Context: an optimization exercise on an open-source flow, tuned for small area, a short achievable clock period and few clock cycles. The choices shown serve that exercise and are no tape-out recipe. RTL that was checked went through simulation tests only; none was proved equivalent to the original. Function not checked in run 8: the RTL went through the layout flow alone.

==> flow/design.v (outline; a module is shown in full before it is edited, if it fits) <==
// module jt900h_div: 71 lines
// module jt900h_add17: 64 lines
// module jt900h_alu: 232 lines
// module jt900h_mul: 468 lines
// module jt900h_add32: 124 lines
module jt900h_alu(
    input             rst,
    input             clk,
    input             cen,
    input      [31:0] op0,       
    input      [31:0] op1,       
    input      [31:0] op2,       
    input             bs,ws,qs,
    input             div_sign,       
    input             div,
    output            div_busy,
    input       [4:0] alu_sel,
    input       [2:0] cx_sel,
    input             nin, hin, cin, zin,
    output            s,z,p,c,v,
    output            h,
    output     [31:0] rslt
);
  // ...
==> flow/flow/run.sh <==
#!/bin/bash
# The standard layout, with plain buf_1 cells as the port buffers instead
# of the delay buffers buffer_ports picks by default. Every other step is the
# standard one. make's output goes to std_flow.log; ORFS keeps each step's log
# under orfs/logs.
set -euo pipefail
export BUFFER_PORTS_ARGS="-buffer_cell sky130_fd_sc_hd__buf_1"
bash standard.sh finish > std_flow.log 2>&1
==> flow/standard.sh <==
#!/bin/bash
# synth_recipe.tcl (not shown) runs the flow's synth.tcl, then flattens the netlist and writes it again
# the make line also repeats each setting of config.mk as NAME=value (left out here)
make -C /OpenROAD-flow-scripts/flow DESIGN_CONFIG=/design/flow/config.mk WORK_HOME=/design/flow/orfs CLKGATE_MAP_FILE= SYNTH_SCRIPT=/design/flow/synth_recipe.tcl "${@:-finish}"
==> flow/config.mk <==
export PLATFORM = sky130hd
export DESIGN_NAME = jt900h_alu
export DESIGN_NICKNAME = jt900h_alu
export VERILOG_FILES = /design/flow/design.v
export SDC_FILE = /design/flow/constraint.sdc
export NUM_CORES = 4
export LEC_CHECK = 0
export CAP_MARGIN = 20
export CORE_MARGIN = 2
export CORE_UTILIZATION = 55
export PLACE_DENSITY = 0.7
export SETUP_SLACK_MARGIN = 4
export SLEW_MARGIN = 20
==> flow/constraint.sdc <==
create_clock -name core_clock -period 17.0 [get_ports {clk}]
set_input_delay 3.4000 -clock core_clock [delete_from_list [all_inputs] [get_ports {clk}]]
set_output_delay 3.4000 -clock core_clock [all_outputs]
set_load 0.01 [all_outputs]
==> impl_metrics.csv, run 1 <==
group,metric,value,unit
setup_path,critPathLaunchType,"input port",
layout,drive_gt1_share,10.43,%
setup_path,crit_cells,22,
drt,drt_iter0_markers,3963,
drt,met2WireLength,43820,um
yosys,synth_compound_area_share,31.30,%
timing,timing.hold.ws,0.4004,ns
global_route,use_met3,8.971,%
placement,dp_cells,3698,
worst_hold_path,hold_end,"u_div.cnt[0]",
setup_path,max_stage_delay,0.58,ns
cts,cts_num_sinks,54,
yosys,synth_fa_ha_area_share,22.65,%
yosys,async_flop_share,1.852,%
setup_path,path_buf_inv,4,
layout,fin_util,61.66,%
yosys,yosysTopAreaCellShare,13.58,%
setup_path,crit_end,"s",
timing,max_freq,77.44,MHz
global_route,antenna_found_initial,4,
timing,setup_viol,0,
timing,relSlewSlack,23.85,%
status,status,"timing/DRC/antenna clean",
timing,period_share,75.96,%
global_route,met1_usage,58.87,%
yosys,syn_area,22860,sq um
yosys,synth.most_common_cell,"nor2_1",
yosys,yosys.area_share.simple,18.58,%
layout,final_common_cell,"nor2_1",
layout,clkbuf_count,6,
timing,finalHoldViolations,0,
layout,multi_input_area,20270,sq um
floorplanning,pin_count,155,
layout,seq_area,1266,sq um
floorplanning,die_y,207.9,um
drt,avgRoutedWirePerCell,27.45,um
layout,diodes,5,
Testbench counts, summed over its fixed seeds: cycles 34,238.
==> run 2: changes to the inputs <==
--- a/flow/config.mk
+++ b/flow/config.mk
@@ -9,4 +9,4 @@
 export CORE_MARGIN = 2
-export CORE_UTILIZATION = 55
-export PLACE_DENSITY = 0.7
+export CORE_UTILIZATION = 45
+export PLACE_DENSITY = 0.6
 export SETUP_SLACK_MARGIN = 4
==> run 2 against run 1 <==
- still clean on timing, DRC and antenna
- worst hold slack worse by 0.0044 ns
- die area is 22% higher
- setup slack got worse by 0.060 ns
- clock skew shrank 0.0019 ns
- synthesized area did not move
- critical endpoint is now z
==> impl_metrics.csv, run 2 <==
group,metric,value,unit
layout,fin_util,50.09,%
setup_path,critPathSlowestCell,"nor4_4",
yosys,seq_area_frac_synth,5.540,%
setup_path,critPathLaunchType,"input port",
drt,drtPass1Iterations,8,
yosys,syn_area,22860,sq um
global_route,grt_pass1_vias,24530,
drt,vias,26100,
global_route,antenna_found_initial,6,
cts,root_buffer,"clkbuf_16",
global_route,grt_pass1_wl,157900,um
layout,final_common_cell,"nor2_1",
yosys,synth.most_common_cell,"nor2_1",
placement,hpwl,81260,um
placement,io_buffers,153,
timing,tightest_slew,1.137,ns
setup_path,required,13.60,ns
cts,max-clock-path-buffers,2,
timing,rsz0062_at_grt,"yes",
timing,period_share,76.32,%
yosys,yosys.cell_types.count,96,
setup_path,ff2ff_path_depth,41,
timing,fin_worst_skew,0.009434,ns
timing,relSlewSlack,23.94,%
layout,fillCellCount,5035,
floorplanning,initial_core_util,45.56,%
cts,cts_buffers,5,
floorplanning,pin_count,155,
global_route,grt_max_degree,62,
setup_path,timing.rr.end,"u_div.r[12]",
setup_path,timing.setup.critical_path_class,"input port to output port",
layout,syn2layout_area_growth,9.957,%
drt,wirelength,108100,um
timing,setup_viol,0,
yosys,yosysTopAreaCellShare,13.58,%
yosys,synth-seq-cells,54,
global_route,grt_util_all_layers,39.37,%
timing,max_freq,77.08,MHz
setup_path,cp.arrival,9.57,ns
worst_hold_path,whs_path_depth,1,
floorplanning,row_count,82,
layout,stdcell_count,3890,
yosys,synth_edf_count,18,
yosys,async_flop_share,1.852,%
yosys,syn_avg_cell_area,7.132,sq um
setup_path,max_stage_delay,0.46,ns
timing,finalHoldViolations,0,
cts,clkTransAtPathRegs,0.07,ns
status,status,"timing/DRC/antenna clean",
yosys,ys.flop_type,"dfxtp_1",
drt,routed_via_density,6.709,
timing,fin_setup_tns,0,ns
yosys,synth_warnings,2,
drt,drt_iter0_markers,3093,
floorplanning,fp.dieW,229.4,um
yosys,synth.largest_area_cell,"fa_1",
yosys,synthCells,3205,
setup_path,crit_start,"bs",
setup_path,cp-end-kind,"output port",
floorplanning,die-area,52610,sq um
cts,cts_tree,"built",
cts,clk-insertion-delay-late,0.31,ns
timing,finalCriticalPeriod,12.97,ns
layout,largestRegisters,"u_div.d x16, u_div.r x16, u_div.s x16",
timing,report.final.slew_viol_count,0,
cts,cts_num_sinks,54,
placement,dp_cells,3848,
floorplanning,die_y,229.4,um
global_route,overflow,0,
flow_run,cap_violations,0,
floorplanning,core,50170,sq um
setup_path,path_buf_inv,3,
setup_path,crit_family,"compound AO/OA/AOI/OAI gates",
setup_path,crit_fanout,12,
yosys,synth_nets,3641,
cts,htree_levels,2,
drt,ant_nets,0,
layout,final_cell_mix,"328 x nor2_1, 257 x nand2_1, 247 x o21ai_0",
worst_hold_path,hold_end,"u_div.cnt[0]",
yosys,ys_top_cells_by_count,"337 x nor2_1, 265 x nand2_1, 256 x o21ai_0",
yosys,synth_area_leaders,"fa_1 14%, ha_1 9.0%, xnor2_1 6.4%, o21ai_0 5.6%, nor2_1 5.5%",
worst_hold_path,hp-start,"u_div.cnt[0]",
setup_path,reg2reg_slack,4.94,ns
layout,drive_gt1_share,9.903,%
drt,drc,0,
setup_path,r2r-start,"u_div.dc",
layout,nets,3646,
placement,gp_congestion,1.029,
drt,avgRoutedWirePerCell,27.80,um
worst_hold_path,hp-class,"flip-flop to flip-flop",
[run 2: cell counts after synthesis]
No cell type changed its count.
[run 2: final cells by class]
| class | count | area (sq um) | area share, % |
|---|---|---|---|
| Antenna cell | 7 | 17.52 | 0.06970 |
| Clock buffer | 6 | 128.9 | 0.5128 |
| Clock inverter | 2 | 37.54 | 0.1494 |
| Inverter | 228 | 874.6 | 3.480 |
| Multi-Input combinational cell | 2654 | 20210 | 80.40 |
| Sequential cell | 54 | 1266 | 5.038 |
| Tap cell | 672 | 840.8 | 3.345 |
| Timing Repair Buffer | 267 | 1760 | 7.005 |
[run 2: how the worst max path moves through the flow]
stage / cells after the start / endpoint / slack (ns)
CTS: 29 / z / 3.92
floorplan: 27 / s / 4.03
global route: 30 / z / 3.81
detailed placement: 30 / z / 2.10
finish: 30 / z / 4.03
global placement: 30 / z / 2.23
[run 2: repair_timing]
action | 4_1_cts | 5_1_grt
setup endpoints to repair | 20 | 8
buffers inserted | 3 | 19
hold buffers | 0 | 0
gates resized for setup | 93 | 104
pin swaps | 6 | 17
gates cloned | 0 | 5
[run 2: layer usage]
layer | GRT usage (%) | part of all wire [%] | vias up | wire (um)
li1 | - | - | 11550 | -
met1 | 51.42 | 39 | 12660 | 42710
met2 | 61.49 | 44 | 1529 | 47670
met4 | 20.84 | 6.0 | 2 | 6511
met5 | 0 | 0.012 | - | 13
met3 | 7.570 | 10 | 359 | 11230
[run 2: worst register-to-register path: cells and delay by family (launching register included)]
family	cells	cell delay [ns]
and+or+nand+nor	8	1.50
buffers and inverters	3	0.61
adders and majority gates	5	1.84
xor gates and xnor gates	3	1.42
muxes	2	0.62
DFF	1	0.51
AOI/OAI and AO/OA	20	5.49
[run 2: cell families after synthesis]
group | Yosys count | synth area share, %
fa+ha+maj | 321 | 22.65
buf+inv | 500 | 8.375
flops | 54 | 5.540
compound gates | 1075 | 31.30
simple gates | 927 | 18.58
xor+xnor | 234 | 9.262
mux | 94 | 4.297
[run 2: through the flow]
stage / instance area (sq um) / worst slack, ns / hold WS [ns]
after floorplan: 22860 / 4.034 / 0.3663
after global placement: 23990 / 2.234 / 0.3761
after detailed placement: 23990 / 2.099 / 0.3820
after CTS: 24470 / 3.919 / 0.3997
after global routing: 25130 / 3.809 / 0.4273
final: 25130 / 4.026 / 0.3960
==> run 3: changes to the inputs <==
--- a/flow/config.mk
+++ b/flow/config.mk
@@ -9,4 +9,4 @@
 export CORE_MARGIN = 2
-export CORE_UTILIZATION = 45
-export PLACE_DENSITY = 0.6
+export CORE_UTILIZATION = 35
+export PLACE_DENSITY = 0.5
 export SETUP_SLACK_MARGIN = 4
==> run 3 against run 2 <==
- cell count rose by 5.1%
- count of clock-buffer cells in the layout did not move
- register-to-register slack got worse by 0.07 ns
- global-route usage fell by 8.3 points
- still clean
- sequential share of layout area fell by 0.072 points
- cell area rose by 1.5%
- synthesized cell count did not move
==> impl_metrics.csv, run 3 <==
group,metric,value,unit
drt,vias,25810,
yosys,synth_warnings,2,
global_route,overflow,0,
timing,rsz0062_at_grt,"yes",
cts,cts_num_sinks,54,
layout,final_cell_mix,"327 x nor2_1, 259 x nand2_1, 245 x o21ai_0",
yosys,synth.most_common_cell,"nor2_1",
setup_path,cp-end-kind,"output port",
floorplanning,core,64460,sq um
placement,dpl_cell_area,24260,sq um
timing,report.final.slew_viol_count,0,
yosys,ys_top_cells_by_count,"337 x nor2_1, 265 x nand2_1, 256 x o21ai_0",
drt,wirelength,109500,um
yosys,synthCells,3205,
global_route,grt_pass1_vias,24740,
timing,tightest_slew,1.130,ns
yosys,ys.flop_type,"dfxtp_1",
timing,max_freq,78.03,MHz
placement,hpwl,82210,um
setup_path,max_stage_delay,0.50,ns
yosys,seq_area_frac_synth,5.540,%
global_route,grt_pass1_wl,159200,um
timing,period_share,75.38,%
layout,largestRegisters,"u_div.d x16, u_div.r x16, u_div.s x16",
yosys,syn_area,22860,sq um
floorplanning,row_count,93,
status,status,"timing/DRC/antenna clean",
setup_path,cp.arrival,9.42,ns
flow_run,cap_violations,0,
setup_path,critPathLaunchType,"input port",
timing,finalCriticalPeriod,12.82,ns
placement,gp_congestion,0.9777,
cts,cts_buffers,5,
yosys,yosys.area_share.simple,18.58,%
layout,syn2layout_area_growth,11.56,%
layout,drive_gt1_share,10.25,%
cts,root_buffer,"clkbuf_16",
setup_path,critPathSlowestCell,"nor4_4",
setup_path,crit_fanout,4,
worst_hold_path,hp-class,"flip-flop to flip-flop",
yosys,synth-seq-cells,54,
cts,clk-insertion-delay-late,0.30,ns
floorplanning,fp.dieW,259.6,um
floorplanning,initial_core_util,35.46,%
global_route,grt_max_degree,62,
yosys,synth_top_family_by_area,"compound AO/OA/AOI/OAI gates",
layout,nets,3663,
cts,htree_levels,2,
yosys,synth_edf_count,18,
drt,drt_iter0_markers,2914,
layout,final_common_cell,"nor2_1",
yosys,synth_nets,3641,
floorplanning,die_y,259.6,um
drt,drtPass1Iterations,8,
floorplanning,pin_count,155,
drt,ant_nets,0,
setup_path,timing.setup.critical_path_class,"input port to output port",
cts,clkTransAtPathRegs,0.08,ns
yosys,synth_mux_area_share,4.297,%
placement,io_buffers,153,
floorplanning,die-area,67370,sq um
timing,fin_setup_tns,0,ns
yosys,yosysTopAreaCellShare,13.58,%
yosys,synth_area_leaders,"fa_1 14%, ha_1 9.0%, xnor2_1 6.4%, o21ai_0 5.6%, nor2_1 5.5%",
cts,cts_tree,"built",
cts,holdBufCountCts,0,
drt,drc,0,
timing,setup_viol,0,
timing,finalHoldViolations,0,
yosys,synth.largest_area_cell,"fa_1",
drt,routed_via_density,6.314,
global_route,grt_util_all_layers,31.07,%
yosys,yosys.cell_types.count,96,
timing,relSlewSlack,23.73,%
yosys,syn_avg_cell_area,7.132,sq um
yosys,synth_fa_ha_area_share,22.65,%
yosys,synth_compound_area_share,31.30,%
global_route,antenna_found_initial,4,
cts,max-clock-path-buffers,2,
yosys,async_flop_share,1.852,%
yosys,synth_xor_area_share,9.262,%
setup_path,required,13.60,ns
drt,avgRoutedWirePerCell,26.79,um
timing,fin_worst_skew,0.007026,ns
layout,final_area,25500,sq um
[run 3: kinds of logic (layout without fill, tap and decap cells)]
| logic type | count (synthesis) | in the layout |
|---|---|---|
| fa+ha+maj | 321 | 321 |
| buf+inv | 500 | 521 |
| mux | 94 | 94 |
| xor+xnor | 234 | 234 |
| compound gates | 1075 | 1075 |
| simple gates | 927 | 929 |
| flops | 54 | 54 |
| other cells | 0 | 4 |
[run 3: routing by layer]
metal / vias up / wire, um / global-route usage (%) / share of wire, %
met1: 12580 / 44110 / 39.82 / 40
met5: - / 0 / 0 / 0
met4: 0 / 5987 / 15.21 / 5.5
met2: 1355 / 50730 / 51.21 / 46
met3: 300 / 8650 / 4.257 / 7.9
li1: 11570 / - / - / -
[run 3: worst max-delay path: cells and delay by family]
family / cells / cell delay [ns]
compound gates: 15 / 2.69
xor+xnor: 2 / 0.29
fa+ha+maj: 3 / 0.87
buf+inv: 3 / 0.50
mux: 1 / 0.31
simple gates: 5 / 1.31
[run 3: cell type report]
class,instances,area [sq um]
Fill cell,6854,38960
Multi-Input combinational cell,2653,20200
Timing Repair Buffer,285,1908
Sequential cell,54,1266
Tap cell,855,1070
Inverter,228,877.1
Clock buffer,6,150.1
Clock inverter,2,18.77
Antenna cell,4,10.01
[run 3: what timing repair did]
item,4_1_cts,5_1_grt
buffers inserted,5,29
pin swaps,8,33
setup endpoints to repair,24,13
gates cloned,1,4
endpoints found under the hold margin,0,0
resized for setup,103,97
[run 3: path summary, 6_finish.rpt]
path / startpoint / to / slack, ns / cells after the start
max: ws / z / 4.18 / 29
min: u_div.cnt[0] / u_div.cnt[0] / 0.41 / 1
max reg2reg: u_div.dc / u_div.r[1] / 4.87 / 41
min reg2reg: u_div.cnt[0] / u_div.cnt[0] / 0.41 / 1
max in group asynchronous: rst / u_div.busy / 14.02 / 2
min in group asynchronous: rst / u_div.busy / 2.89 / 2
[run 3: metrics by stage]
stage                     setup slack (ns)  instances  util (%)  hold WS, ns
final                                4.185       4087     39.56       0.4054
after global routing                 3.969       4087     39.56       0.4334
after CTS                            4.002       4050     38.49       0.4080
after detailed placement             1.966       4036     37.63       0.3861
after global placement               1.936       4036     37.61       0.3749
after floorplan                      4.034       3205         -       0.3663
==> run 4: changes to the inputs <==
--- a/flow/config.mk
+++ b/flow/config.mk
@@ -9,4 +9,4 @@
 export CORE_MARGIN = 2
-export CORE_UTILIZATION = 35
-export PLACE_DENSITY = 0.5
+export CORE_UTILIZATION = 40
+export PLACE_DENSITY = 0.55
 export SETUP_SLACK_MARGIN = 4
==> run 4 against run 3 <==
- worst hold slack lost 0.0078 ns
- routed wire length shrank 2.9%
- cell area shrank 0.58%
- clock skew shrank 0.00079 ns
- utilization grew 5.3 points
- first-iteration DRC count grew 7.9%
- sequential share of layout area is essentially flat
- count of clock-buffer cells in the layout is the same
- global-route usage grew 3.3 points
- sequential cell count is the same
- setup slack gained 0.0080 ns
==> impl_metrics.csv, run 4 <==
group,metric,value,unit
cts,max-clock-path-buffers,2,
global_route,grt_max_degree,62,
cts,cts_num_sinks,54,
timing,setup_viol,0,
yosys,syn_area,22860,sq um
floorplanning,row_count,87,
worst_hold_path,whs_path_depth,1,
setup_path,crit_chain,"clkbuf_2 > clkbuf_8 > nor2_1 > a21oi_1 > o21ai_1 > fa_1 > fa_1 > inv_1 > fa_1 > fa_1 > ha_1 > a21o_1 > a21o_1 > a21oi_1 > o21ai_0 > a21oi_2 > o21bai_1 > o31ai_2 > o21ai_1 > a211o_2 > a2bb2oi_2 > buf_1",
drt,wirelength,106300,um
floorplanning,die-area,59070,sq um
timing,finalHoldViolations,0,
yosys,synth.largest_area_cell,"fa_1",
yosys,synthCells,3205,
placement,io_buffers,153,
global_route,grt_util_all_layers,34.40,%
placement,gp_congestion,0.9893,
drt,vias,25910,
yosys,synth_top_family_by_area,"compound AO/OA/AOI/OAI gates",
timing,rsz0062_at_grt,"yes",
drt,drt_iter0_markers,3143,
floorplanning,initial_core_util,40.46,%
drt,drc,0,
yosys,synth_mux_area_share,4.297,%
setup_path,cp.arrival,9.41,ns
timing,fin_worst_skew,0.006235,ns
yosys,synth_compound_area_share,31.30,%
yosys,synth_xor_area_share,9.262,%
flow_run,cap_violations,0,
drt,ant_nets,0,
drt,avgRoutedWirePerCell,26.72,um
cts,clkTransAtPathRegs,0.07,ns
layout,largestRegisters,"u_div.d x16, u_div.r x16, u_div.s x16",
floorplanning,fp.dieW,243.0,um
yosys,syn_avg_cell_area,7.132,sq um
layout,final_common_cell,"nor2_1",
global_route,grt_pass1_wl,156800,um
yosys,yosysTopAreaCellShare,13.58,%
timing,period_share,75.34,%
timing,relSlewSlack,20.53,%
yosys,ys.flop_type,"dfxtp_1",
setup_path,crit_fanout,45,
yosys,synth_fa_ha_area_share,22.65,%
setup_path,r2r-start,"u_div.dc",
yosys,seq_area_frac_synth,5.540,%
yosys,synth.most_common_cell,"nor2_1",
yosys,synth_warnings,2,
yosys,async_flop_share,1.852,%
yosys,synth_edf_count,18,
drt,drtPass1Iterations,8,
cts,root_buffer,"clkbuf_16",
setup_path,reg2reg_slack,4.95,ns
setup_path,critPathLaunchType,"input port",
floorplanning,pin_count,155,
layout,nets,3649,
status,status,"timing/DRC/antenna clean",
yosys,yosys.cell_types.count,96,
floorplanning,die_y,243.0,um
timing,finalCriticalPeriod,12.81,ns
global_route,antenna_found_initial,7,
layout,stdcell_count,3978,
cts,htree_levels,2,
setup_path,cp-end-kind,"output port",
timing,tightest_slew,1.182,ns
placement,hpwl,79640,um
floorplanning,core,56500,sq um
global_route,overflow,0,
yosys,synth_area_leaders,"fa_1 14%, ha_1 9.0%, xnor2_1 6.4%, o21ai_0 5.6%, nor2_1 5.5%",
setup_path,ff2ff_path_depth,41,
cts,cts_buffers,5,
yosys,yosys.area_share.simple,18.58,%
cts,clk-insertion-delay-late,0.30,ns
yosys,synth_nets,3641,
timing,max_freq,78.08,MHz
worst_hold_path,hold_end,"u_div.cnt[0]",
cts,cts_tree,"built",
layout,fillCellCount,5812,
yosys,synth-seq-cells,54,
timing,fin_setup_tns,0,ns
setup_path,max_stage_delay,0.70,ns
worst_hold_path,hp-start,"u_div.cnt[0]",
cts,holdBufCountCts,0,
layout,drive_gt1_share,10.11,%
placement,dp_cells,3929,
drt,routed_via_density,6.512,
setup_path,required,13.60,ns
setup_path,timing.setup.critical_path_class,"input port to output port",
layout,syn2layout_area_growth,10.91,%
setup_path,crit_top_cell,"fa_1",
layout,final_cell_mix,"327 x nor2_1, 256 x nand2_1, 246 x o21ai_0",
timing,report.final.slew_viol_count,0,
yosys,ys_top_cells_by_count,"337 x nor2_1, 265 x nand2_1, 256 x o21ai_0",
worst_hold_path,hp-class,"flip-flop to flip-flop",
setup_path,critPathSlowestCell,"nor2_1",
global_route,grt_pass1_vias,24610,
setup_path,timing.rr.end,"u_div.r[1]",
## run 4: cell count changes in the layout (fill, tap and decap cells not counted), sizes merged, moves of 2 or more
cell,delta
buf,-17
diode,+4
clkinvlp,+2
inv,-3
clkbuf,+2
## run 4: worst max path at each step
| stage | start | endpoint | slack, ns | cells after the start |
|---|---|---|---|---|
| detailed placement | cin | z | 2.23 | 29 |
| global route | op0[12] | s | 3.98 | 25 |
| global placement | cin | z | 2.31 | 29 |
| CTS | op1[13] | s | 4.00 | 24 |
| finish | alu_sel[0] | s | 4.19 | 22 |
| floorplan | op1[1] | s | 4.03 | 27 |
## run 4: timing repair
| item | CTS | global route |
|---|---|---|
| buffers inserted | 9 | 19 |
| cloned | 1 | 4 |
| pin swaps | 11 | 26 |
| setup endpoints to repair | 21 | 11 |
| gates resized for setup | 110 | 95 |
## run 4: routing by layer
| layer | share of wire, % | up-vias | routed length (um) | global-route usage (%) |
|---|---|---|---|---|
| met5 | 0 | - | 0 | 0 |
| li1 | - | 11540 | - | - |
| met4 | 6.3 | 0 | 6710 | 17.45 |
| met3 | 9.1 | 339 | 9625 | 4.788 |
| met2 | 46 | 1469 | 48560 | 56.49 |
| met1 | 39 | 12560 | 41390 | 44.00 |
## run 4: cell families after synthesis
family | count (synthesis)
adder cells (fa/ha/maj) | 321
XOR/XNOR | 234
AND/OR/NAND/NOR | 927
flip-flops | 54
buffers and inverters | 500
multiplexers | 94
AO/OA/AOI/OAI | 1075
## run 4: layout make-up
| cell class | instances | area [sq um] | share of cell area (%) |
|---|---|---|---|
| multi-input cells | 2653 | 20250 | 79.86 |
| repair buffers | 271 | 1800 | 7.102 |
| flip-flops and latches | 54 | 1266 | 4.995 |
| well taps | 756 | 945.9 | 3.731 |
| inverters | 228 | 888.4 | 3.504 |
| clock buffers | 6 | 150.1 | 0.5923 |
| clock inverters | 2 | 33.78 | 0.1333 |
| diodes | 8 | 20.02 | 0.07897 |
## run 4: through the flow
stage	utilization [%]	hold WS, ns	setup slack (ns)	area [sq um]
floorplan	-	0.3663	4.034	22860
detailed placement	42.60	0.3835	2.233	24070
finish	44.87	0.3976	4.193	25350
global route	44.86	0.4381	3.976	25340
CTS	43.75	0.4018	4.003	24720
global placement	42.60	0.3750	2.308	24070
## run 4: worst max-delay path: cells and delay by family
family | cells | cell delay [ns]
buffers and inverters | 4 | 0.54
and+or+nand+nor | 1 | 0.70
AOI/OAI and AO/OA | 12 | 2.42
adders and majority gates | 5 | 2.25
==> run 5: changes to the inputs <==
--- a/flow/config.mk
+++ b/flow/config.mk
@@ -11,3 +11,3 @@
 export PLACE_DENSITY = 0.55
-export SETUP_SLACK_MARGIN = 4
+export SETUP_SLACK_MARGIN = 3.5
 export SLEW_MARGIN = 20
==> run 5 against run 4 <==
- register-to-register slack got worse by 0.13 ns
- still clean
- largest cell class unchanged
- sequential share of layout area rose by 0.16 points
- synthesized area did not move
- routed wire length fell by 0.79%
- sequential cell count did not move
- critical path depth rose by 1
- worst hold slack improved by 0.0013 ns
- synthesized cell count did not move
- cell area fell by 3.0%
==> impl_metrics.csv, run 5 <==
group,metric,value,unit
status,status,"timing/DRC/antenna clean",
floorplanning,core,56500,sq um
setup_path,crit_fanout,20,
yosys,ys_top_cells_by_count,"337 x nor2_1, 265 x nand2_1, 256 x o21ai_0",
timing,rsz0062_at_grt,"yes",
drt,routed_via_density,6.483,
layout,largestRegisters,"u_div.d x16, u_div.r x16, u_div.s x16",
timing,finalHoldViolations,0,
floorplanning,die-area,59070,sq um
cts,htree_levels,2,
timing,tightest_slew,1.158,ns
layout,final_cell_mix,"328 x nor2_1, 261 x nand2_1, 254 x o21ai_0",
global_route,grt_pass1_vias,24540,
drt,wirelength,105400,um
setup_path,crit_top_cell,"fa_1",
worst_hold_path,hold_end,"u_div.cnt[0]",
setup_path,crit_family,"compound AO/OA/AOI/OAI gates",
layout,syn2layout_area_growth,7.532,%
floorplanning,fp.dieW,243.0,um
yosys,synth-seq-cells,54,
setup_path,timing.setup.critical_path_class,"input port to output port",
timing,setup_viol,0,
flow_run,cap_violations,0,
setup_path,critPathLaunchType,"input port",
setup_path,ff2ff_path_depth,41,
setup_path,timing.rr.end,"u_div.r[1]",
layout,nets,3624,
setup_path,max_stage_delay,0.53,ns
drt,drt_iter0_markers,2716,
setup_path,crit_chain,"clkbuf_2 > buf_6 > xor2_1 > and2_4 > a22oi_1 > o21ai_0 > fa_1 > fa_1 > inv_1 > fa_1 > fa_1 > ha_1 > a21o_1 > a21o_1 > a21oi_1 > o31ai_2 > a21oi_2 > o21bai_1 > o31ai_4 > o21ai_0 > a211o_1 > a2bb2oi_1 > buf_1",
timing,relSlewSlack,22.47,%
placement,io_buffers,153,
placement,gp_congestion,1.018,
timing,fin_setup_tns,0,ns
setup_path,required,13.60,ns
yosys,yosys.cell_types.count,96,
yosys,synth.most_common_cell,"nor2_1",
timing,max_freq,74.94,MHz
drt,vias,25630,
timing,report.final.slew_viol_count,0,
timing,fin_worst_skew,0.006987,ns
setup_path,r2r-start,"u_div.dc",
yosys,async_flop_share,1.852,%
cts,cts_buffers,5,
timing,finalCriticalPeriod,13.34,ns
global_route,antenna_found_initial,12,
cts,clk-insertion-delay-late,0.31,ns
drt,avgRoutedWirePerCell,26.67,um
yosys,ys.flop_type,"dfxtp_1",
layout,final_common_cell,"nor2_1",
yosys,synth.largest_area_cell,"fa_1",
floorplanning,die_y,243.0,um
cts,cts_tree,"built",
yosys,syn_area,22860,sq um
yosys,synthCells,3205,
yosys,synth_edf_count,18,
placement,hpwl,80490,um
drt,drc,0,
global_route,grt_pass1_wl,156000,um
floorplanning,pin_count,155,
layout,fillCellCount,5874,
setup_path,critPathSlowestCell,"fa_1",
worst_hold_path,whs_path_depth,1,
global_route,grt_util_all_layers,34.33,%
yosys,seq_area_frac_synth,5.540,%
yosys,synth_area_leaders,"fa_1 14%, ha_1 9.0%, xnor2_1 6.4%, o21ai_0 5.6%, nor2_1 5.5%",
setup_path,cp-end-kind,"output port",
setup_path,cp.arrival,9.94,ns
yosys,synth_warnings,2,
yosys,syn_avg_cell_area,7.132,sq um
drt,drtPass1Iterations,7,
worst_hold_path,hp-start,"u_div.cnt[0]",
global_route,grt_max_degree,62,
timing,period_share,78.49,%
setup_path,reg2reg_slack,4.82,ns
cts,cts_num_sinks,54,
cts,max-clock-path-buffers,2,
global_route,overflow,0,
floorplanning,row_count,87,
layout,fin_util,43.51,%
layout,seq_area,1266,sq um
drt,ant_nets,0,
cts,clkTransAtPathRegs,0.08,ns
yosys,synth_nets,3641,
floorplanning,initial_core_util,40.46,%
layout,multi_input_area,19940,sq um
cts,root_buffer,"clkbuf_16",
worst_hold_path,hp-class,"flip-flop to flip-flop",
setup_path,path_buf_inv,4,
layout,drive_gt1_share,7.839,%
yosys,yosysTopAreaCellShare,13.58,%
[run 5: changes by cell type in the layout (fill, tap and decap cells not counted), moves of 6 or more]
| cell | before | now |
|---|---|---|
| a221oi_1 | 63 | 70 |
| xor2_1 | 56 | 62 |
| o21ai_1 | 12 | 5 |
| buf_12 | 9 | 0 |
| a221oi_2 | 8 | 1 |
| o21ai_0 | 246 | 254 |
| buf_6 | 15 | 6 |
[run 5: layout make-up]
type | instances | share of cell area (%)
flip-flops and latches | 54 | 5.152
multi-input cells | 2652 | 81.14
clock inverters | 2 | 0.07127
well taps | 756 | 3.848
inverters | 228 | 3.523
diodes | 9 | 0.09163
clock buffers | 6 | 0.6109
repair buffers | 247 | 5.564
[run 5: worst register-to-register path: cells and delay by family, from the launching register on]
kind	cells	cell delay, ns
xor+xnor	3	1.48
compound gates	19	5.00
simple gates	8	1.54
buf+inv	3	0.63
flops	1	0.51
fa+ha+maj	5	1.87
mux	3	1.09
[run 5: what timing repair did]
action,in CTS,in global routing
endpoints found under the setup margin,13,11
gates resized for setup,37,40
pin swaps,1,7
cloned,0,1
buffers inserted,2,0
hold buffers,0,0
[run 5: worst max path at each step]
stage / from / endpoint / cells past startpoint
finish: op1[9] / s / 23
global route: op1[9] / s / 23
CTS: alu_sel[2] / z / 29
detailed placement: ws / z / 29
global placement: ws / z / 29
floorplan: op1[1] / s / 27
[run 5: kinds of logic (layout without fill, tap and decap cells)]
logic type | after synthesis | in the layout | synth area share, %
and+or+nand+nor | 927 | 928 | 18.58
DFF | 54 | 54 | 5.540
muxes | 94 | 94 | 4.297
buffers and inverters | 500 | 483 | 8.375
other | 0 | 9 | 0
adders and majority gates | 321 | 321 | 22.65
xor gates and xnor gates | 234 | 234 | 9.262
AOI/OAI and AO/OA | 1075 | 1075 | 31.30
[run 5: metrics by stage]
stage | setup slack [ns] | std cells | hold WS, ns | cell area [sq um]
2_1_floorplan | 3.840 | 3205 | 0.3663 | 22860
3_3_place_gp | 2.071 | 3934 | 0.3773 | 24100
3_5_place_dp | 2.006 | 3934 | 0.3848 | 24100
4_1_cts | 3.485 | 3944 | 0.4047 | 24390
5_1_grt | 3.426 | 3954 | 0.4184 | 24580
6_report | 3.656 | 3954 | 0.3989 | 24580
[run 5: per-layer routing]
| layer | global-route usage (%) | part of all wire (%) | wire length, um |
|---|---|---|---|
| met1 | 44.10 | 40 | 41860 |
| met3 | 4.036 | 8.3 | 8734 |
| met4 | 16.84 | 5.6 | 5874 |
| met5 | 0 | 0.022 | 23 |
| met2 | 56.97 | 46 | 48950 |
==> run 6: changes to the inputs <==
--- a/flow/config.mk
+++ b/flow/config.mk
@@ -7,3 +7,3 @@
 export LEC_CHECK = 0
-export CAP_MARGIN = 20
+export CAP_MARGIN = 5
 export CORE_MARGIN = 2
@@ -11,3 +11,3 @@
 export PLACE_DENSITY = 0.55
-export SETUP_SLACK_MARGIN = 3.5
-export SLEW_MARGIN = 20
+export SETUP_SLACK_MARGIN = 4
+export SLEW_MARGIN = 5
==> run 6 against run 5 <==
- still clean on timing, DRC and antenna
- synthesized cell count unchanged
- clock skew is 0.00075 ns lower
- register-to-register slack gained 0.13 ns
- sequential share of layout area is 0.16 points lower
- critical endpoint unchanged
==> impl_metrics.csv, run 6 <==
group,metric,value,unit
cts,htree_levels,2,
cts,cts_buffers,5,
setup_path,timing.setup.critical_path_class,"input port to output port",
global_route,antenna_found_initial,7,
setup_path,required,13.60,ns
setup_path,crit_start,"alu_sel[0]",
yosys,ys.flop_type,"dfxtp_1",
yosys,syn_avg_cell_area,7.132,sq um
cts,holdBufCountCts,0,
yosys,synth_warnings,2,
placement,io_buffers,153,
timing,max_freq,78.08,MHz
timing,setup_viol,0,
setup_path,crit_end,"s",
timing,tightest_slew,1.182,ns
status,status,"timing/DRC/antenna clean",
drt,routed_via_density,6.512,
timing,fin_setup_tns,0,ns
floorplanning,die-area,59070,sq um
global_route,overflow,0,
drt,ant_nets,0,
timing,relSlewSlack,20.53,%
drt,vias,25910,
timing,period_share,75.34,%
setup_path,reg2reg_slack,4.95,ns
yosys,synth.most_common_cell,"nor2_1",
drt,avgRoutedWirePerCell,26.72,um
floorplanning,row_count,87,
drt,drtPass1Iterations,8,
yosys,seq_area_frac_synth,5.540,%
yosys,async_flop_share,1.852,%
flow_run,cap_violations,0,
global_route,grt_pass1_vias,24610,
cts,cts_num_sinks,54,
layout,seq_area,1266,sq um
floorplanning,fp.dieW,243.0,um
floorplanning,initial_core_util,40.46,%
placement,dp_cells,3929,
yosys,ys_top_cells_by_count,"337 x nor2_1, 265 x nand2_1, 256 x o21ai_0",
drt,wirelength,106300,um
layout,multi_input_area,20250,sq um
timing,finalHoldViolations,0,
drt,drc,0,
cts,clk-insertion-delay-late,0.30,ns
yosys,synth_area_leaders,"fa_1 14%, ha_1 9.0%, xnor2_1 6.4%, o21ai_0 5.6%, nor2_1 5.5%",
yosys,synth-seq-cells,54,
layout,stdcell_count,3978,
timing,setup_slack,4.193,ns
yosys,synth_nets,3641,
setup_path,crit_fanout,45,
layout,fillCellCount,5812,
floorplanning,die_y,243.0,um
timing,report.final.slew_viol_count,0,
cts,root_buffer,"clkbuf_16",
setup_path,cp.arrival,9.41,ns
setup_path,critPathLaunchType,"input port",
yosys,yosysTopAreaCellShare,13.58,%
floorplanning,core,56500,sq um
yosys,syn_area,22860,sq um
placement,post-place-ws,2.233,ns
timing,timing.hold.ws,0.3976,ns
drt,drt_iter0_markers,3143,
cts,max-clock-path-buffers,2,
timing,rsz0062_at_grt,"yes",
timing,fin_worst_skew,0.006235,ns
layout,final_cell_mix,"327 x nor2_1, 256 x nand2_1, 246 x o21ai_0",
layout,syn2layout_area_growth,10.91,%
yosys,synthCells,3205,
setup_path,timing.rr.end,"u_div.r[1]",
placement,hpwl,79640,um
setup_path,r2r-start,"u_div.dc",
worst_hold_path,hp-class,"flip-flop to flip-flop",
cts,clkTransAtPathRegs,0.07,ns
cts,cts_tree,"built",
layout,final_area,25350,sq um
layout,largestRegisters,"u_div.d x16, u_div.r x16, u_div.s x16",
setup_path,ff2ff_path_depth,41,
global_route,grt_util_all_layers,34.40,%
timing,finalCriticalPeriod,12.81,ns
layout,nets,3649,
setup_path,cp-end-kind,"output port",
global_route,grt_pass1_wl,156800,um
placement,dpl_cell_area,24070,sq um
layout,drive_gt1_share,10.11,%
placement,gp_congestion,0.9893,
floorplanning,pin_count,155,
yosys,yosys.cell_types.count,96,
layout,final_common_cell,"nor2_1",
yosys,synth_edf_count,18,
global_route,grt_max_degree,62,
yosys,synth.largest_area_cell,"fa_1",
[run 6: cell count changes in the layout (fill, tap and decap cells not counted), sizes merged, moves of 2 or more]
cell / previous run / this run
buf: 217 / 239
inv: 221 / 217
and2: 30 / 32
clkinvlp: 2 / 5
[run 6: cell type report]
cell class,count,area share [%]
flip-flops and latches,54,4.995
clock buffers,6,0.5923
well taps,756,3.731
diodes,8,0.07897
repair buffers,271,7.102
inverters,228,3.504
clock inverters,2,0.1333
multi-input cells,2653,79.86
[run 6: per-stage QoR]
stage | utilization [%]
2_1_floorplan | -
3_5_place_dp | 42.60
3_3_place_gp | 42.60
6_report | 44.87
4_1_cts | 43.75
5_1_grt | 44.86
[run 6: logic make-up after synthesis]
logic type	count (synthesis)	synth area share (%)
XOR/XNOR	234	9.262
buffers and inverters	500	8.375
multiplexers	94	4.297
AO/OA/AOI/OAI	1075	31.30
flip-flops	54	5.540
AND/OR/NAND/NOR	927	18.58
adder cells (fa/ha/maj)	321	22.65
[run 6: how the worst min path moves through the flow]
stage | from | to | slack [ns] | cells after the start
after global placement | u_div.cnt[0] | u_div.cnt[0] | 0.38 | 1
after detailed placement | u_div.cnt[0] | u_div.cnt[0] | 0.38 | 1
final | u_div.cnt[0] | u_div.cnt[0] | 0.40 | 1
after global routing | u_div.cnt[0] | u_div.cnt[0] | 0.44 | 1
after CTS | u_div.cnt[0] | u_div.cnt[0] | 0.40 | 1
after floorplan | u_div.cnt[0] | u_div.cnt[0] | 0.37 | 1
[run 6: routing by layer]
metal | track usage (%) | wire [um] | vias up
met3 | 4.788 | 9625 | 339
met5 | 0 | 0 | -
met1 | 44.00 | 41390 | 12560
met2 | 56.49 | 48560 | 1469
li1 | - | - | 11540
met4 | 17.45 | 6710 | 0
[run 6: worst max-delay path, stage by stage]
cell and delay (ns):
clkbuf_2 0.08, clkbuf_8 0.25, nor2_1 0.70, a21oi_1 0.16, o21ai_1 0.37, fa_1 0.47, fa_1 0.49, inv_1 0.05
fa_1 0.45, fa_1 0.47, ha_1 0.37, a21o_1 0.18, a21o_1 0.17, a21oi_1 0.14, o21ai_0 0.12, a21oi_2 0.20
o21bai_1 0.12, o31ai_2 0.27, o21ai_1 0.14, a211o_2 0.38, a2bb2oi_2 0.17, buf_1 0.16
[run 6: timing repair]
action | CTS | global route
pin swaps | 11 | 26
setup buffers | 9 | 19
gates cloned | 1 | 4
setup endpoints to repair | 21 | 11
resized for setup | 110 | 95
==> run 7: changes to the inputs <==
--- a/flow/config.mk
+++ b/flow/config.mk
@@ -9,4 +9,4 @@
 export CORE_MARGIN = 2
-export CORE_UTILIZATION = 40
-export PLACE_DENSITY = 0.55
+export CORE_UTILIZATION = 55
+export PLACE_DENSITY = 0.7
 export SETUP_SLACK_MARGIN = 4
==> run 7 against run 6 <==
- cell count decreased by 5.6%
- critical path type unchanged
- utilization increased by 17 points
- worst hold slack improved by 0.0029 ns
- critical path depth increased by 8
- setup slack got worse by 0.040 ns
- clock skew increased by 0.0078 ns
==> impl_metrics.csv, run 7 <==
group,metric,value,unit
setup_path,required,13.60,ns
placement,gp_congestion,1.038,
setup_path,critPathLaunchType,"input port",
yosys,yosys.cell_types.count,96,
global_route,overflow,0,
setup_path,critPathSlowestCell,"nor4_4",
timing,relSlewSlack,20.62,%
timing,fin_worst_skew,0.01408,ns
yosys,synthCells,3205,
placement,hpwl,75520,um
yosys,synth.largest_area_cell,"fa_1",
cts,holdBufCountCts,0,
cts,cts_num_sinks,54,
drt,met2WireLength,43830,um
timing,setup_viol,0,
drt,drc,0,
yosys,ys.flop_type,"dfxtp_1",
global_route,grt_util_all_layers,44.76,%
global_route,grt_pass1_vias,24620,
layout,final_cell_mix,"328 x nor2_1, 256 x nand2_1, 246 x o21ai_0",
drt,drt_iter0_markers,4273,
yosys,synth-seq-cells,54,
timing,setup_slack,4.153,ns
layout,nets,3656,
placement,io_buffers,153,
drt,vias,26720,
floorplanning,fp.dieW,207.9,um
setup_path,timing.rr.end,"u_div.r[1]",
layout,stdcell_count,3757,
global_route,grt_pass1_wl,150700,um
timing,finalHoldViolations,0,
timing,rsz0062_at_grt,"no",
drt,wirelength,103100,um
timing,period_share,75.57,%
flow_run,cap_violations,0,
floorplanning,die_y,207.9,um
setup_path,timing.setup.critical_path_class,"input port to output port",
placement,post-place-ws,2.193,ns
layout,drive_gt1_share,10.52,%
cts,cts_buffers,5,
yosys,syn_avg_cell_area,7.132,sq um
placement,dp_cells,3698,
setup_path,cp.arrival,9.45,ns
yosys,ys_top_cells_by_count,"337 x nor2_1, 265 x nand2_1, 256 x o21ai_0",
yosys,syn_area,22860,sq um
layout,fin_util,61.70,%
yosys,synth_warnings,2,
setup_path,crit_fanout,4,
timing,report.final.slew_viol_count,0,
drt,wl_met1,38160,um
setup_path,ff2ff_path_depth,41,
cts,htree_levels,2,
drt,ant_nets,0,
setup_path,reg2reg_slack,4.84,ns
cts,clkTransAtPathRegs,0.07,ns
global_route,antenna_found_initial,5,
worst_hold_path,hp-class,"flip-flop to flip-flop",
layout,syn2layout_area_growth,10.47,%
cts,max-clock-path-buffers,2,
layout,largestRegisters,"u_div.d x16, u_div.r x16, u_div.s x16",
worst_hold_path,whs_path_depth,1,
timing,fin_setup_tns,0,ns
timing,max_freq,77.84,MHz
cts,cts_tree,"built",
floorplanning,initial_core_util,55.85,%
cts,clk-insertion-delay-late,0.31,ns
drt,dr_wl_met3,13270,um
yosys,synth_nets,3641,
yosys,async_flop_share,1.852,%
drt,maxUsedRoutingLayer,"met5",
yosys,synth_edf_count,18,
floorplanning,core,40920,sq um
worst_hold_path,hp-start,"u_div.cnt[0]",
floorplanning,pin_count,155,
drt,routed_via_density,7.113,
drt,drtPass1Iterations,9,
yosys,yosysTopAreaCellShare,13.58,%
timing,tightest_slew,1.188,ns
cts,root_buffer,"clkbuf_16",
floorplanning,die-area,43200,sq um
setup_path,max_stage_delay,0.48,ns
setup_path,cp-end-kind,"output port",
layout,final_common_cell,"nor2_1",
yosys,seq_area_frac_synth,5.540,%
timing,finalCriticalPeriod,12.85,ns
layout,fillCellCount,3764,
status,status,"timing/DRC/antenna clean",
yosys,synth.most_common_cell,"nor2_1",
setup_path,r2r-start,"u_div.dc",
floorplanning,row_count,74,
yosys,synth_area_leaders,"fa_1 14%, ha_1 9.0%, xnor2_1 6.4%, o21ai_0 5.6%, nor2_1 5.5%",
global_route,grt_max_degree,62,
worst_hold_path,hold_end,"u_div.cnt[0]",
drt,avgRoutedWirePerCell,27.44,um
run 7: kinds of logic (layout without fill, tap and decap cells):
logic type               count (synthesis)  after routing  synth area share (%)
AO/OA/AOI/OAI                         1075           1075                 31.30
XOR/XNOR                               234            234                 9.262
adder cells (fa/ha/maj)                321            321                 22.65
buffers and inverters                  500            513                 8.375
flip-flops                              54             54                 5.540
multiplexers                            94             94                 4.297
other                                    0              4                     0
AND/OR/NAND/NOR                        927            930                 18.58
run 7: how the worst max path moves through the flow:
stage | start | to | cells past startpoint
after floorplan | op1[1] | s | 27
after global placement | ws | z | 30
after detailed placement | ws | z | 30
after CTS | op1[1] | s | 22
after global routing | ws | z | 30
final | ws | z | 30
run 7: area by class of cell:
class | count | area (sq um) | area share, %
clock buffer | 6 | 128.9 | 0.5104
antenna | 4 | 10.01 | 0.03964
timing repair buffer | 277 | 1997 | 7.909
multi-input combinational | 2654 | 20280 | 80.32
sequential | 54 | 1266 | 5.015
clock inverter | 2 | 17.52 | 0.06938
inverter | 228 | 883.3 | 3.499
tap | 532 | 665.6 | 2.636
run 7: metrics by stage:
stage                     hold slack [ns]  cell area (sq um)
final                              0.4005              25250
after global routing               0.4219              25250
after CTS                          0.3959              24420
after detailed placement           0.3782              23730
after global placement             0.3754              23730
after floorplan                    0.3663              22860
run 7: layer usage:
layer | vias to the layer above | global-route usage (%)
met1 | 12520 | 58.87
met3 | 530 | 8.971
li1 | 11560 | -
met4 | 4 | 23.55
met2 | 2106 | 69.17
met5 | - | 1.446
run 7: timing repair:
action	in CTS	in global routing
setup buffers	10	26
pin swaps	11	24
hold endpoints to repair	0	0
resized for setup	121	122
setup endpoints to repair	23	14
gates cloned	1	10
run 7: critical path: cells and delay by family:
| kind | cells | cell delay [ns] |
|---|---|---|
| compound gates | 15 | 2.71 |
| buf+inv | 4 | 0.55 |
| xor+xnor | 2 | 0.28 |
| mux | 1 | 0.26 |
| fa+ha+maj | 3 | 0.91 |
| simple gates | 5 | 1.33 |
==> module jt900h_div, before the edit <==
module jt900h_div(
    input             rst,
    input             clk,
    input             cen,
    input      [31:0] op0,  
    input      [15:0] op1,  
    input             len,
    input             start,
    input             sign,
    output     [15:0] quot,
    output     [15:0] rem,
    output reg        busy,
    output            v
);
localparam STEPS = 4;
localparam NQL = 32/STEPS;  
reg  [15:0] r, s, d;     
reg         dc;          
reg  [ 2:0] cnt;
reg         lng;
wire        sign0 = len ? op0[31] : op0[15];
wire        sign1 = len ? op1[15] : op1[7];
wire        neg0  = sign & sign0;
wire        neg1  = sign & sign1;
wire [31:0] a     = neg0 ? -op0 : op0;           
wire [15:0] dn    = len ? op1 ^ {16{~neg1}} : { 8'hff, op1[7:0] ^ {8{~neg1}} };
wire [15:0] ahi   = len ? a[31:16] : { 8'd0, a[15:8] };
wire [16:0] cmp0  = { 1'b0, ahi } + { 1'b1, dn } + { 16'd0, ~neg1 };
wire        long0 = ~cmp0[16];
wire [15:0] rs [0:STEPS];
wire [15:0] ss [0:STEPS];
assign rs[0] = r;
assign ss[0] = s;
genvar g;
generate
    for( g=0; g<STEPS; g=g+1 ) begin : steps
        wire [16:0] t = { rs[g], ss[g][15] };
        wire [16:0] dif;
        wire        co;
        jt900h_add17 u_sub( .a(t), .b({ 1'b1, d }), .ci(dc), .s(dif), .co(co) );
        assign ss[g+1] = { ss[g][14:0], ~dif[16] };
        assign rs[g+1] = dif[16] ? t[15:0] : dif[15:0];
    end
endgenerate
wire [15:0] rr = rs[STEPS];
wire [15:0] sx = ss[STEPS];
always @(posedge clk) begin
    if( start ) begin
        d   <= dn;
        dc  <= ~neg1;
        lng <= long0;
        r   <= long0 ? 16'd0 : ahi;
        s   <= len ? ( long0 ? a[31:16] : a[15:0] ) : ( long0 ? a[15:0] : { a[7:0], 8'd0 } );
        cnt <= len ? ( long0 ? NQL-1 : NQL/2-1 ) : ( long0 ? NQL/2-1 : NQL/4-1 );
    end else begin
        r   <= rr;
        s   <= ( len && lng && cnt==NQL/2 ) ? a[15:0] : sx;
        cnt <= cnt - 1'd1;
    end
end
always @(posedge clk or posedge rst) begin
    if( rst )
        busy <= 0;
    else
        busy <= start | ( busy && cnt!=0 );
end
wire rsi = sign & (sign0 ^ sign1);
assign quot = rsi  ? -s : s;
assign rem  = neg0 ? -r : r;
assign v    = lng | ( sign & ( len ? s[15] : s[7] ) );
endmodule
==> run 8: changes to the inputs <==
--- a/flow/design.v
+++ b/flow/design.v
@@ -62,2 +62,5 @@
 wire        long0 = ~cmp0[16];
+wire [15:0] alo   = len ? a[15:0] : { 8'd0, a[7:0] };
+wire [16:0] cmpz  = { 1'b0, alo } + { 1'b1, dn } + { 16'd0, ~neg1 };
+wire        zq0   = ahi==0 && cmpz[16];
 wire [15:0] rs [0:STEPS];
@@ -84,4 +87,4 @@
         lng <= long0;
-        r   <= long0 ? 16'd0 : ahi;
-        s   <= len ? ( long0 ? a[31:16] : a[15:0] ) : ( long0 ? a[15:0] : { a[7:0], 8'd0 } );
+        r   <= zq0 ? alo : long0 ? 16'd0 : ahi;
+        s   <= zq0 ? 16'd0 : len ? ( long0 ? a[31:16] : a[15:0] ) : ( long0 ? a[15:0] : { a[7:0], 8'd0 } );
         cnt <= len ? ( long0 ? NQL-1 : NQL/2-1 ) : ( long0 ? NQL/2-1 : NQL/4-1 );
@@ -97,3 +100,3 @@
     else
-        busy <= start | ( busy && cnt!=0 );
+        busy <= ( start & ~zq0 ) | ( busy && cnt!=0 );
 end
--- a/flow/config.mk
+++ b/flow/config.mk
@@ -7,3 +7,3 @@
 export LEC_CHECK = 0
-export CAP_MARGIN = 5
+export CAP_MARGIN = 20
 export CORE_MARGIN = 2
@@ -12,2 +12,2 @@
 export SETUP_SLACK_MARGIN = 4
-export SLEW_MARGIN = 5
+export SLEW_MARGIN = 20
==> run 8 against run 7 <==
- global-route usage up 0.96 points
- maximum frequency down 3.4%
- utilization down 1.9 points
- cell area up 2.3%
- critical path type unchanged
- critical endpoint unchanged
==> impl_metrics.csv, run 8 <==
group,metric,value,unit
timing,finalHoldViolations,0,
floorplanning,row_count,76,
timing,timing.hold.ws,0.3977,ns
floorplanning,die_y,213.3,um
layout,seq_area,1267,sq um
setup_path,path_buf_inv,4,
layout,syn2layout_area_growth,7.194,%
yosys,synth_nets,3791,
setup_path,critPathSlowestCell,"fa_1",
yosys,yosysTopAreaCellShare,12.88,%
worst_hold_path,hp-start,"u_div.cnt[0]",
cts,cts_tree,"built",
status,status,"timing/DRC/antenna clean",
yosys,synth_edf_count,18,
yosys,yosys.cell_types.count,121,
layout,drive_gt1_share,9.777,%
yosys,synth_warnings,2,
timing,relSlewSlack,25.32,%
cts,clk-insertion-delay-late,0.32,ns
layout,fin_util,59.81,%
setup_path,cp-end-kind,"output port",
yosys,syn_avg_cell_area,7.217,sq um
global_route,grt_util_all_layers,45.72,%
setup_path,crit_top_cell,"a21oi_2",
yosys,seq_area_frac_synth,5.256,%
placement,io_buffers,153,
layout,fillCellCount,4077,
drt,ant_nets,0,
floorplanning,fp.dieW,213.3,um
layout,stdcell_count,3913,
layout,nets,3776,
worst_hold_path,hp-class,"flip-flop to flip-flop",
timing,tightest_slew,1.119,ns
drt,wirelength,106300,um
floorplanning,initial_core_util,55.80,%
yosys,syn_area,24090,sq um
placement,hpwl,79940,um
setup_path,timing.rr.end,"u_div.r[11]",
timing,period_share,78.24,%
drt,drc,0,
cts,clkTransAtPathRegs,0.09,ns
setup_path,critPathLaunchType,"input port",
yosys,synth_area_leaders,"fa_1 13%, ha_1 9.5%, xnor2_1 5.7%, nor2_1 5.5%, o21ai_0 5.1%",
cts,cts_num_sinks,54,
yosys,async_flop_share,1.852,%
setup_path,timing.setup.critical_path_class,"input port to output port",
setup_path,cp.arrival,9.90,ns
setup_path,ff2ff_path_depth,48,
timing,setup_slack,3.699,ns
yosys,synthCells,3338,
drt,routed_via_density,7.032,
setup_path,max_stage_delay,0.48,ns
cts,cts_buffers,5,
yosys,ys.flop_type,"dfxtp_1",
floorplanning,die-area,45490,sq um
timing,setup_viol,0,
setup_path,required,13.60,ns
yosys,synth.largest_area_cell,"fa_1",
timing,rsz0062_at_grt,"yes",
global_route,antenna_found_initial,5,
setup_path,reg2reg_slack,4.56,ns
cts,root_buffer,"clkbuf_16",
yosys,synth.most_common_cell,"nor2_1",
timing,fin_setup_tns,0,ns
global_route,overflow,0,
global_route,grt_pass1_vias,26220,
drt,drtPass1Iterations,7,
floorplanning,core,43170,sq um
yosys,synth-seq-cells,54,
cts,htree_levels,2,
drt,avgRoutedWirePerCell,27.18,um
timing,report.final.slew_viol_count,0,
floorplanning,pin_count,155,
drt,vias,27520,
worst_hold_path,whs_path_depth,1,
layout,final_cell_mix,"342 x nor2_1, 263 x nand2_1, 236 x o21ai_0",
global_route,grt_pass1_wl,158100,um
global_route,grt_max_degree,68,
timing,max_freq,75.18,MHz
placement,dp_cells,3871,
timing,finalCriticalPeriod,13.30,ns
timing,fin_worst_skew,0.01756,ns
layout,multi_input_area,21240,sq um
setup_path,crit_fanout,3,
drt,drt_iter0_markers,3714,
layout,largestRegisters,"u_div.d x16, u_div.r x16, u_div.s x16",
flow_run,cap_violations,0,
layout,final_common_cell,"nor2_1",
yosys,ys_top_cells_by_count,"352 x nor2_1, 271 x nand2_1, 247 x o21ai_0",
placement,gp_congestion,1.014,
worst_hold_path,hold_end,"u_div.cnt[0]",
cts,max-clock-path-buffers,2,
cts,holdBufCountCts,0,
placement,post-place-ws,1.689,ns
setup_path,r2r-start,"u_div.s[15]",
setup_path,crit_family,"compound AO/OA/AOI/OAI gates",
run 8: changes by cell type after synthesis, moves of 12 or more:
cell	change
clkbuf_1	-27
buf_1	+23
o22ai_1	+22
a21oi_1	+19
ha_1	+17
maj3_1	+17
nor2_1	+15
o21a_1	+15
inv_1	-14
a2111oi_0	-13
mux2i_1	-13
o211ai_1	+13
mux2_2	+12
run 8: through the flow:
| step | area [sq um] |
|---|---|
| final | 25820 |
| after global routing | 25820 |
| after CTS | 25370 |
| after detailed placement | 24860 |
| after global placement | 24860 |
| after floorplan | 24090 |
run 8: what timing repair did:
item / in CTS / in global routing
setup buffers: 14 / 16
gates resized for setup: 66 / 86
endpoints found under the setup margin: 30 / 30
pin swaps: 21 / 25
run 8: worst max path at each step:
| stage | slack, ns | depth (start not counted) | endpoint | from |
|---|---|---|---|---|
| floorplan | 4.00 | 23 | p | op1[1] |
| global placement | 1.88 | 30 | z | alu_sel[1] |
| detailed placement | 1.69 | 30 | z | alu_sel[1] |
| CTS | 3.78 | 31 | z | ws |
| global route | 3.61 | 31 | z | ws |
| finish | 3.70 | 31 | z | ws |
run 8: routing by layer:
metal,global-route usage (%),wire [um]
met1,58.47,39770
met2,70.26,46180
met3,10.31,13230
met4,27.01,7060
met5,1.780,101
run 8: final cells by class:
cell class,count,share of cell area (%)
clock buffer,5,0.4845
timing repair buffer,266,6.178
tap,585,2.835
inverter,213,3.125
antenna,4,0.03876
clock inverter,3,0.1841
multi-input combinational,2783,82.25
sequential,54,4.908
run 8: cell families after synthesis:
| family | Yosys count | share of synthesized area, % |
|---|---|---|
| AOI/OAI and AO/OA | 1150 | 31.87 |
| and+or+nand+nor | 954 | 18.51 |
| buffers and inverters | 501 | 8.409 |
| adders and majority gates | 355 | 23.08 |
| xor gates and xnor gates | 229 | 8.669 |
| muxes | 95 | 4.202 |
| DFF | 54 | 5.256 |

-- re-timing with driven ports --
Ports are ideal in the flow. The routed layouts listed here were re-timed in OpenROAD.
Step 1 (the two cells are an assumption about what drives the block):
set clk [get_ports {clk}]
set_driving_cell -lib_cell sky130_fd_sc_hd__clkbuf_16 $clk
set_driving_cell -lib_cell sky130_fd_sc_hd__buf_2 [delete_from_list [all_inputs] $clk]
Step 2 times the ports against the registers' clock, not the clock port: input delays grow and output delays shrink by t, the midpoint of the rising clock arrivals with the driver on.
Slacks: ideal / step 1 / step 2; pairs: ideal / step 1.
run | t, ns | setup WS [ns] | worst hold slack (ns) | latest minus earliest clock arrival (ns) | worst slew at a driven data input, ns
run 1 | 0.342 | 4.086 / 4.039 / 4.039 | 0.400 / 0.400 / 0.400 | 0.012 / 0.011 | 0.13
run 2 | 0.349 | 4.026 / 4.002 / 4.002 | 0.396 / 0.396 / 0.396 | 0.009 / 0.009 | 0.12
run 3 | 0.346 | 4.185 / 4.159 / 4.159 | 0.405 / 0.405 / 0.405 | 0.007 / 0.007 | 0.10
run 4 | 0.347 | 4.193 / 4.171 / 4.171 | 0.398 / 0.398 / 0.398 | 0.006 / 0.006 | 0.12
run 5 | 0.351 | 3.656 / 3.627 / 3.627 | 0.399 / 0.399 / 0.399 | 0.007 / 0.007 | 0.12
run 6 | 0.347 | 4.193 / 4.171 / 4.171 | 0.398 / 0.398 / 0.398 | 0.006 / 0.006 | 0.12
run 7 | 0.343 | 4.153 / 4.126 / 4.126 | 0.400 / 0.400 / 0.400 | 0.014 / 0.014 | 0.12
run 8 | 0.355 | 3.699 / 3.666 / 3.666 | 0.398 / 0.398 / 0.398 | 0.017 / 0.018 | 0.11
After both steps every run listed still meets setup and hold. The setup slack of run 1, which loses most, moves by -0.047 ns with the drivers and by -0.047 ns with both steps.
